Background: an optimization exercise with open tools, aiming at small area, a short achievable clock period and few clock cycles. Do not read the settings as production practice.
At most, simulation tests tie the RTL to the original design; equivalence was not proved.

Design top, start of the top module:
module top(
    input   logic           clk,
    input   logic           rst,
    output  logic [31:0]    imem_addr,
    input   logic [31:0]    imem_rdata,
    output  logic           dmem_req,
    output  logic [31:0]    dmem_addr,
    input   logic [31:0]    dmem_rdata,
    input   logic           dmem_ready,
    output  logic           dmem_we,
    output  logic [31:0]    dmem_waddr,
    output  logic [31:0]    dmem_wdata,
    output  logic [31:0]    a0
);
localparam logic [23:0] DREGION = 24'h000100;
function automatic logic [32:0] add32(input logic [31:0] a, input logic [31:0] b, input logic ci);
    logic [31:0] g, p, gg, pp;
    g = a & b;
    p = a ^ b;
    gg = g;
    pp = p;
    gg[0] = g[0] | (p[0] & ci);
    for (int d = 1; d < 32; d = d * 2)
        for (int i = 31; i >= d; i--) begin
            gg[i] = gg[i] | (pp[i] & gg[i - d]);
            pp[i] = pp[i] & pp[i - d];
        end
    add32 = {gg[31], p ^ {gg[30:0], ci}};
endfunction
logic        stallM;             
logic        stallD;             
logic        redirE;             
logic [31:0] tgtE;
logic        redirD;             
logic [31:0] tgtD;
logic [31:0] pcF;
wire  [31:0] pcSeq = stallD ? pcF : redirD ? tgtD : pcF + 32'd4;
always_ff @(posedge clk or posedge rst)
    if (rst)
        pcF <= '0;
    else if (!stallM)
        pcF <= redirE ? tgtE : pcSeq;
assign imem_addr = pcF;
logic        vD;
logic [31:0] instrD;
always_ff @(posedge clk or posedge rst)
    if (rst)
        vD <= 1'b0;
    else if (!stallM) begin
        if (redirE || redirD) vD <= 1'b0;
        else if (!stallD)     vD <= 1'b1;
    end
always_ff @(posedge clk)
    if (!stallM && !stallD) begin
        instrD <= imem_rdata;
    end
wire [4:0] opc = instrD[6:2];
wire [2:0] f3D = instrD[14:12];
wire [4:0] rs1 = instrD[19:15];
wire [4:0] rs2 = instrD[24:20];
wire [4:0] rdD = instrD[11:7];
wire isLoad   = opc == 5'b00000;
wire isStore  = opc == 5'b01000;
wire isOpImm  = opc == 5'b00100;
wire isOp     = opc == 5'b01100;
wire isLui    = opc == 5'b01101;
wire isAuipc  = opc == 5'b00101;
wire isJal    = opc == 5'b11011;
wire isJalr   = opc == 5'b11001;
wire isBranch = opc == 5'b11000;
  ...
export LEC_CHECK = 0
export CAP_MARGIN = 20
export CORE_MARGIN = 2
export CORE_UTILIZATION = 40
export PLACE_DENSITY = 0.6
export SLEW_MARGIN = 20
create_clock -name core_clock -period 10.0 [get_ports {clk}]
standard.sh (not shown) runs the stock make flow with config.mk's settings and CLKGATE_MAP_FILE= SYNTH_SCRIPT=/design/flow/synth_recipe.tcl, a recipe that flattens the netlist after the stock synthesis.
==> flow/flow/run.sh <==
#!/bin/bash
set -euo pipefail
bash standard.sh SETUP_SLACK_MARGIN=6 "BUFFER_PORTS_ARGS=-buffer_cell sky130_fd_sc_hd__buf_4" finish > standard.log 2>&1
Testbench counts at the start, summed over its fixed seeds: cycles 73,124.
Next try:
==> flow/flow/run.sh (replaced) <==
#!/bin/bash
set -euo pipefail
bash standard.sh SETUP_SLACK_MARGIN=5.5 "BUFFER_PORTS_ARGS=-buffer_cell sky130_fd_sc_hd__buf_4" finish > standard.log 2>&1
Result:
- worst setup slack is worse by 0.14 ns
- register-to-register slack is worse by 0.14 ns
- via count drops by a few percent
- global-route usage drops by 1.2 points
- die area stays the same
- critical path depth came out higher by 3
- fmax is lower by a few percent
- clock skew drops by 0.0092 ns
- final area fell by a few percent
- routed wire length drops by a few percent

========
JK:
Another version of the RTL of top (not shown whole).
For scale: ~230 I/O pins.
==> flow/design.v (excerpt) <==
module top(
    input   logic           clk,
    input   logic           rst,
    output  logic [31:0]    imem_addr,
    input   logic [31:0]    imem_rdata,
    output  logic           dmem_req,
    output  logic [31:0]    dmem_addr,
    input   logic [31:0]    dmem_rdata,
    input   logic           dmem_ready,
    output  logic           dmem_we,
    output  logic [31:0]    dmem_waddr,
    output  logic [31:0]    dmem_wdata,
    output  logic [31:0]    a0
);
clock: 10.0 ns
lec_check: 0
cap_margin: 20
core_margin: 2
core_utilization: 40
place_density: 0.6
slew_margin: 20
run.sh (not shown) runs the stock make flow with config.mk's settings and CLKGATE_MAP_FILE= SYNTH_SCRIPT=/design/flow/synth_recipe.tcl, a recipe that flattens the netlist after the stock synthesis.
Stock flow here: none of the scripts above is used.
JK completed every stage of the flow, and the final layout passed the timing, DRC and antenna checks.
Modified inputs, MS compared to JK
Settings: putting SETUP_SLACK_MARGIN at 5 where nothing was set; putting ABC_CLOCK_PERIOD_IN_PS at 3000 where nothing was set.
--- outcome ---
MS — number of antenna violations at the first check in global routing 1 higher, JK as reference
In the reports for MS and JK, the larger wire length of the first global-routing pass belongs to MS.
Of MS and JK, the run reporting the lower required time of the critical path was MS.
No run of this note included a check of the RTL's function; only the layout flow was run.

-- afterwards: timing with drivers on the ports --
No port has a modelled driver above. Below, the same layouts with a new extraction and two added sets of constraints.
Step 1 assumes that a clkbuf_16 drives the clock port and a buf_2 every other input.
Step 2 also shifts input and output timing later by t, the mid clock arrival at the registers, as if the neighbouring blocks saw the same clock.
Three values: no drivers, after step 1, after step 2; two values: the first two.
| run | t (ns) | slack for setup (ns) | hold WS [ns] |
|---|---|---|---|
| the first run of note 1 | 0.928 | 5.535 / 5.535 / 5.110 | 0.470 / 0.470 / 0.470 |
| the second run of note 1 | 0.919 | 5.392 / 5.392 / 4.758 | 0.463 / 0.463 / 0.463 |
| JK | 0.935 | 2.916 / 2.916 / 2.916 | 0.464 / 0.464 / 0.464 |
| MS | 0.902 | 4.832 / 4.743 / 4.837 | 0.465 / 0.465 / 0.465 |
After both steps every run listed still meets setup and hold. For the second run of note 1, which loses most, drivers alone change the setup slack by 0.000 ns; drivers and shift together by -0.634 ns.
